Source: an optimization exercise on an open RTL-to-GDS flow (aim: small area). Production flows keep margins and buffers that such runs may drop. At most, simulation tests tie the RTL to the original design; equivalence was not proved. No activity file was given, so power comes from the tool's default toggle rates.

== 05-23 ==
==> flow/design.v <==
`timescale 1ns / 1ps
module riscv(
    input  wire        clk,
    input  wire        rst,
    input  wire [31:0] inst_i,
    output wire [31:0] inst_addr_o,
    output reg         inst_ce_o,
    input  wire [31:0] data_i,
    output wire        data_we_o,
    output wire        data_ce_o,
    output wire [31:0] data_addr_o,
    output wire [31:0] data_o
);
always @(posedge clk) inst_ce_o <= ~rst;
reg  [2:0]  ph;
reg         clr;           
reg  [31:2] pc;
reg  [31:0] res;           
reg  [31:0] adr;           
reg         cy;            
reg         cy2;           
reg         eqf;           
reg  [4:0]  sa;            
reg  [4:0]  sb;            
reg         wb_en, ld_p, st_p, srl_p;
reg  [4:0]  wb_rd;
wire ph0 = (ph == 3'd0);
wire ph1 = (ph == 3'd1);
wire ph7 = (ph == 3'd7);
wire [6:0] op = inst_i[6:0];
wire [2:0] f3 = inst_i[14:12];
wire [6:0] f7 = inst_i[31:25];
wire [4:0] rd  = inst_i[11:7];
wire [4:0] rs1 = inst_i[19:15];
wire [4:0] rs2 = inst_i[24:20];
wire is_jal  = (op == 7'b1101111);
wire is_br   = (op == 7'b1100011) && (f3[1:0] == 2'b00);
wire is_lw   = (op == 7'b0000011) && (f3 == 3'b010);
wire is_sw   = (op == 7'b0100011) && (f3 == 3'b010);
wire is_addi = (op == 7'b0010011) && (f3 == 3'b000);
wire r_op    = (op == 7'b0110011);
wire r_f7z   = (f7 == 7'b0000000);
wire is_add  = r_op && r_f7z && (f3 == 3'b000);
wire is_sub  = r_op && (f7 == 7'b0100000) && (f3 == 3'b000);
wire is_sll  = r_op && r_f7z && (f3 == 3'b001);
wire is_xor  = r_op && r_f7z && (f3 == 3'b100);
wire is_srl  = r_op && r_f7z && (f3 == 3'b101);
wire is_or   = r_op && r_f7z && (f3 == 3'b110);
wire is_and  = r_op && r_f7z && (f3 == 3'b111);
wire writes  = (is_jal | is_lw | is_addi | is_add | is_sub | is_sll | is_xor |
                is_srl | is_or | is_and) && (rd != 5'd0);
wire sub_op  = is_sub | is_br;
wire [3:0] wdata;
wire [3:0] wd = clr ? 4'd0 : wdata;
wire [3:0] head [0:31];
assign head[0] = 4'd0;
genvar r;
generate for (r = 1; r < 32; r = r + 1) begin : g_rf
    reg [31:0] q;
    wire we = clr | (wb_en && wb_rd == r);
    assign head[r] = q[3:0];
    always @(posedge clk) q <= {(we ? wd : q[3:0]), q[31:4]};
end endgenerate
wire [3:0] ra = (clr | (wb_en && wb_rd == rs1)) ? wd : head[rs1];
wire [3:0] rb = (clr | (wb_en && wb_rd == rs2)) ? wd : head[rs2];
wire [31:0] pcw   = {pc, 2'b00};
wire [3:0]  pcnib = pcw[{ph, 2'b00} +: 4];
wire [31:0] immI  = {{20{inst_i[31]}}, inst_i[31:20]};
wire [31:0] immS  = {{20{inst_i[31]}}, inst_i[31:25], inst_i[11:7]};
wire [31:0] immB  = {{20{inst_i[31]}}, inst_i[7], inst_i[30:25], inst_i[11:8], 1'b0};
wire [31:0] immJ  = {{12{inst_i[31]}}, inst_i[19:12], inst_i[20], inst_i[30:21], 1'b0};
wire [3:0]  iInib = immI[{ph, 2'b00} +: 4];
wire [3:0]  iSnib = immS[{ph, 2'b00} +: 4];
wire [3:0] a = is_jal ? pcnib : ra;
wire [3:0] b = (is_addi | is_lw) ? iInib :
               is_sw ? iSnib :
               is_jal ? {1'b0, ph0, 2'b00} :
               (is_sll | is_srl) ? 4'd0 : rb;
wire       cin = ph0 ? sub_op : cy;
wire [4:0] sum = {1'b0, a} + {1'b0, (sub_op ? ~b : b)} + {4'd0, cin};
wire       zero_now = (sum[3:0] == 4'd0) & (ph0 | eqf);
wire       lt = (a[3] ^ b[3]) ? a[3] : sum[3];
wire       taken = is_jal | (is_br & (f3[2] ? lt : zero_now));
wire [4:0] s_cur = ph0 ? {1'b0, rb} : ph1 ? {rb[0], sa[3:0]} : sa;
wire [35:0] vv = {a, adr};
wire [2:0] lc = s_cur[4:2];
wire [1:0] lf = s_cur[1:0];
reg  [3:0]  lsel;                                        
always @(*) case (lc)
    3'd0: lsel = a;
    3'd1: lsel = adr[31:28];
    3'd2: lsel = adr[27:24];
    3'd3: lsel = adr[23:20];
    3'd4: lsel = adr[19:16];
    3'd5: lsel = adr[15:12];
    3'd6: lsel = adr[11:8];
    default: lsel = adr[7:4];
endcase
wire [3:0]  l_hi = (ph < lc) ? 4'd0 : lsel;
reg  [3:1]  l_h;
wire [3:1]  l_lo = (ph <= lc) ? 3'd0 : l_h;
wire [6:0]  l_cat = {l_hi, l_lo};
wire [3:0]  win_l = l_cat[3 - lf +: 4];
wire [4:0]  s_r = ph7 ? sa : sb;
reg  [3:0]  r_hi_raw;                                    
always @(*) case (s_r[4:2])
    3'd0: r_hi_raw = adr[7:4];
    3'd1: r_hi_raw = adr[11:8];
    3'd2: r_hi_raw = adr[15:12];
    3'd3: r_hi_raw = adr[19:16];
    3'd4: r_hi_raw = adr[23:20];
    3'd5: r_hi_raw = adr[27:24];
    3'd6: r_hi_raw = adr[31:28];
    default: r_hi_raw = 4'd0;    
endcase
reg  [3:0]  r_h;
wire [3:0]  r_add = {1'b0, ph} + {1'b0, sb[4:2]};
wire [3:0]  r_hi = (r_add >= 4'd7) ? 4'd0 : r_hi_raw;
wire [3:0]  r_lo = (r_add >= 4'd8) ? 4'd0 : r_h;
wire [7:0]  r_cat = {r_hi, r_lo};
wire [3:0]  win_r = r_cat[sb[1:0] +: 4];
always @(posedge clk) begin
    l_h <= l_hi[3:1];
    r_h <= (s_r[4:2] == 3'd7) ? a : r_hi_raw;
end
wire [3:0] rnib = is_lw  ? 4'd0 :
                  is_sw  ? rb :
                  is_sll ? win_l :
                  is_xor ? (a ^ b) :
                  is_or  ? (a | b) :
                  is_and ? (a & b) : sum[3:0];
assign wdata = srl_p ? win_r : (res[3:0] | data_i[3:0]);
always @(posedge clk) begin
    cy  <= sum[4];
    eqf <= zero_now;
    adr <= {((is_jal | is_br) ? sum2[3:0] : sum[3:0]), adr[31:4]};
    cy2 <= sum2[4];
    res[31:28] <= rnib;
    res[27:24] <= ((ph1 & is_sll & rb[0]) ? 4'd0 : res[31:28]) | data_i[31:28];
    res[23:0]  <= res[27:4] | data_i[27:4];
    if (ph0) sa[3:0] <= rb;
    if (ph1) sa[4] <= rb[0];
end
wire [31:0] immBJ = is_jal ? immJ : immB;
wire [3:0]  bjnib = immBJ[{ph, 2'b00} +: 4];
wire [4:0]  sum2  = {1'b0, pcnib} + {1'b0, bjnib} + {4'd0, ~ph0 & cy2};
wire [31:2] tgt   = {sum2[3:0], adr[31:6]};
wire [31:2] inc = pc + 30'd1;
always @(posedge clk) begin
    if (rst) begin
        ph    <= 3'd0;
        clr   <= 1'b1;
        pc    <= 30'd0;
        wb_en <= 1'b0;
        ld_p  <= 1'b0;
        st_p  <= 1'b0;
        srl_p <= 1'b0;
    end else begin
        ph <= ph + 3'd1;
        if (ph7) begin
            clr   <= 1'b0;
            pc    <= taken ? tgt : inc;
            wb_en <= writes;
            ld_p  <= is_lw;
            st_p  <= is_sw;
            wb_rd <= rd;
            srl_p <= is_srl;
            sb    <= s_cur;
        end
    end
end
assign inst_addr_o = {pc, 2'b00};
assign data_addr_o = adr;
assign data_o      = res;
assign data_ce_o   = ph0 & (ld_p | st_p);
assign data_we_o   = ph0 & st_p;
endmodule
make LEC_CHECK=0 ABC_AREA=1 CAP_MARGIN=20 CORE_MARGIN=2 CORE_UTILIZATION=45 CTS_CLUSTER_DIAMETER=100 CTS_CLUSTER_SIZE=24 GPL_TIMING_DRIVEN=0 SETUP_SLACK_MARGIN=0 SLEW_MARGIN=20 finish   # period 10.0 ns
run.sh (not shown) runs the stock make flow with config.mk's settings and CLKGATE_MAP_FILE= SYNTH_SCRIPT=/design/flow/synth_recipe.tcl, a recipe that flattens the netlist after the stock synthesis.
Changes in 08-27 relative to 05-23:
--- a/flow/design.v
+++ b/flow/design.v
@@ -21,9 +21,9 @@
 reg         cy2;           
 reg         eqf;           
 reg  [4:0]  sa;            
 reg  [4:0]  sb;            
-reg         wb_en, ld_p, st_p, srl_p;
+reg         wb_en, srl_p;
 reg  [4:0]  wb_rd;
 wire ph0 = (ph == 3'd0);
 wire ph1 = (ph == 3'd1);
 wire ph7 = (ph == 3'd7);
@@ -110,9 +110,9 @@
     3'd3: r_hi_raw = adr[19:16];
     3'd4: r_hi_raw = adr[23:20];
     3'd5: r_hi_raw = adr[27:24];
     3'd6: r_hi_raw = adr[31:28];
-    default: r_hi_raw = 4'd0;    
+    default: r_hi_raw = a;
 endcase
 reg  [3:0]  r_h;
 wire [3:0]  r_add = {1'b0, ph} + {1'b0, sb[4:2]};
 wire [3:0]  r_hi = (r_add >= 4'd7) ? 4'd0 : r_hi_raw;
@@ -120,25 +120,25 @@
 wire [7:0]  r_cat = {r_hi, r_lo};
 wire [3:0]  win_r = r_cat[sb[1:0] +: 4];
 always @(posedge clk) begin
     l_h <= l_hi[3:1];
-    r_h <= (s_r[4:2] == 3'd7) ? a : r_hi_raw;
+    r_h <= r_hi_raw;
 end
 wire [3:0] rnib = is_lw  ? 4'd0 :
                   is_sw  ? rb :
                   is_sll ? win_l :
                   is_xor ? (a ^ b) :
                   is_or  ? (a | b) :
                   is_and ? (a & b) : sum[3:0];
-assign wdata = srl_p ? win_r : (res[3:0] | data_i[3:0]);
+assign wdata = srl_p ? win_r : res[3:0];
 always @(posedge clk) begin
     cy  <= sum[4];
     eqf <= zero_now;
     adr <= {((is_jal | is_br) ? sum2[3:0] : sum[3:0]), adr[31:4]};
     cy2 <= sum2[4];
-    res[31:28] <= rnib;
-    res[27:24] <= ((ph1 & is_sll & rb[0]) ? 4'd0 : res[31:28]) | data_i[31:28];
-    res[23:0]  <= res[27:4] | data_i[27:4];
+    res[31:28] <= rnib | data_i[31:28];
+    res[27:24] <= ((ph1 & is_sll & rb[0]) ? 4'd0 : res[31:28]) | data_i[27:24];
+    res[23:0]  <= res[27:4] | data_i[23:0];
     if (ph0) sa[3:0] <= rb;
     if (ph1) sa[4] <= rb[0];
 end
 wire [31:0] immBJ = is_jal ? immJ : immB;
@@ -151,27 +151,23 @@
         ph    <= 3'd0;
         clr   <= 1'b1;
         pc    <= 30'd0;
         wb_en <= 1'b0;
-        ld_p  <= 1'b0;
-        st_p  <= 1'b0;
         srl_p <= 1'b0;
     end else begin
         ph <= ph + 3'd1;
         if (ph7) begin
             clr   <= 1'b0;
             pc    <= taken ? tgt : inc;
             wb_en <= writes;
-            ld_p  <= is_lw;
-            st_p  <= is_sw;
             wb_rd <= rd;
             srl_p <= is_srl;
             sb    <= s_cur;
         end
     end
 end
 assign inst_addr_o = {pc, 2'b00};
-assign data_addr_o = adr;
-assign data_o      = res;
-assign data_ce_o   = ph0 & (ld_p | st_p);
-assign data_we_o   = ph0 & st_p;
+assign data_addr_o = {sum[3:0], adr[31:4]};
+assign data_o      = {rnib, res[31:4]};
+assign data_ce_o   = ph7 & (is_lw | is_sw);
+assign data_we_o   = ph7 & is_sw;
 endmodule
### Flow results
- Row non-clock buffer count: 08-27 higher / 05-23 lower
- Looking only at proportion of power drawn by the clock network, and setting everything else aside, the lower value of 05-23 and 08-27 goes to 08-27.
- Final critical path time including I/O delays and setup, 05-23 and 08-27: lower on 05-23
- As of 08-27, total design power had fallen slightly compared to 05-23.
- Going from 05-23 to 08-27, total wire length down 0.73%; global-route total usage across every layer flat.
The RTL of 08-27 was laid out without a check of its function.

-- separate check: timing with driven ports --
No port has a modelled driver above. Below, the same layouts with a new extraction and two added sets of constraints. Step 1: set_driving_cell puts a clkbuf_16 on clk and a buf_2 on each other input, an assumption about the parent block. Step 2, shift: input delay + t, output delay - t, t = (earliest + latest rising clock arrival at the registers) / 2. This alone moves slack from input paths to output paths. Three values: ideal, step 1, step 2; two values: the first two.
| run | t, ns | setup WS [ns] | clock arrival spread, ns | cell pins on the clock port's net |
|---|---|---|---|---|
| 05-23 | 0.708 | 2.554 / 2.533 / 1.825 | 0.039 / 0.039 | 1 |
| 08-27 | 0.705 | 0.411 / 0.265 / 0.265 | 0.045 / 0.045 | 1 |
After both steps setup and hold are still met in every run listed. The setup slack of 05-23, which loses most, moves by -0.021 ns with the drivers and by -0.729 ns with both steps.
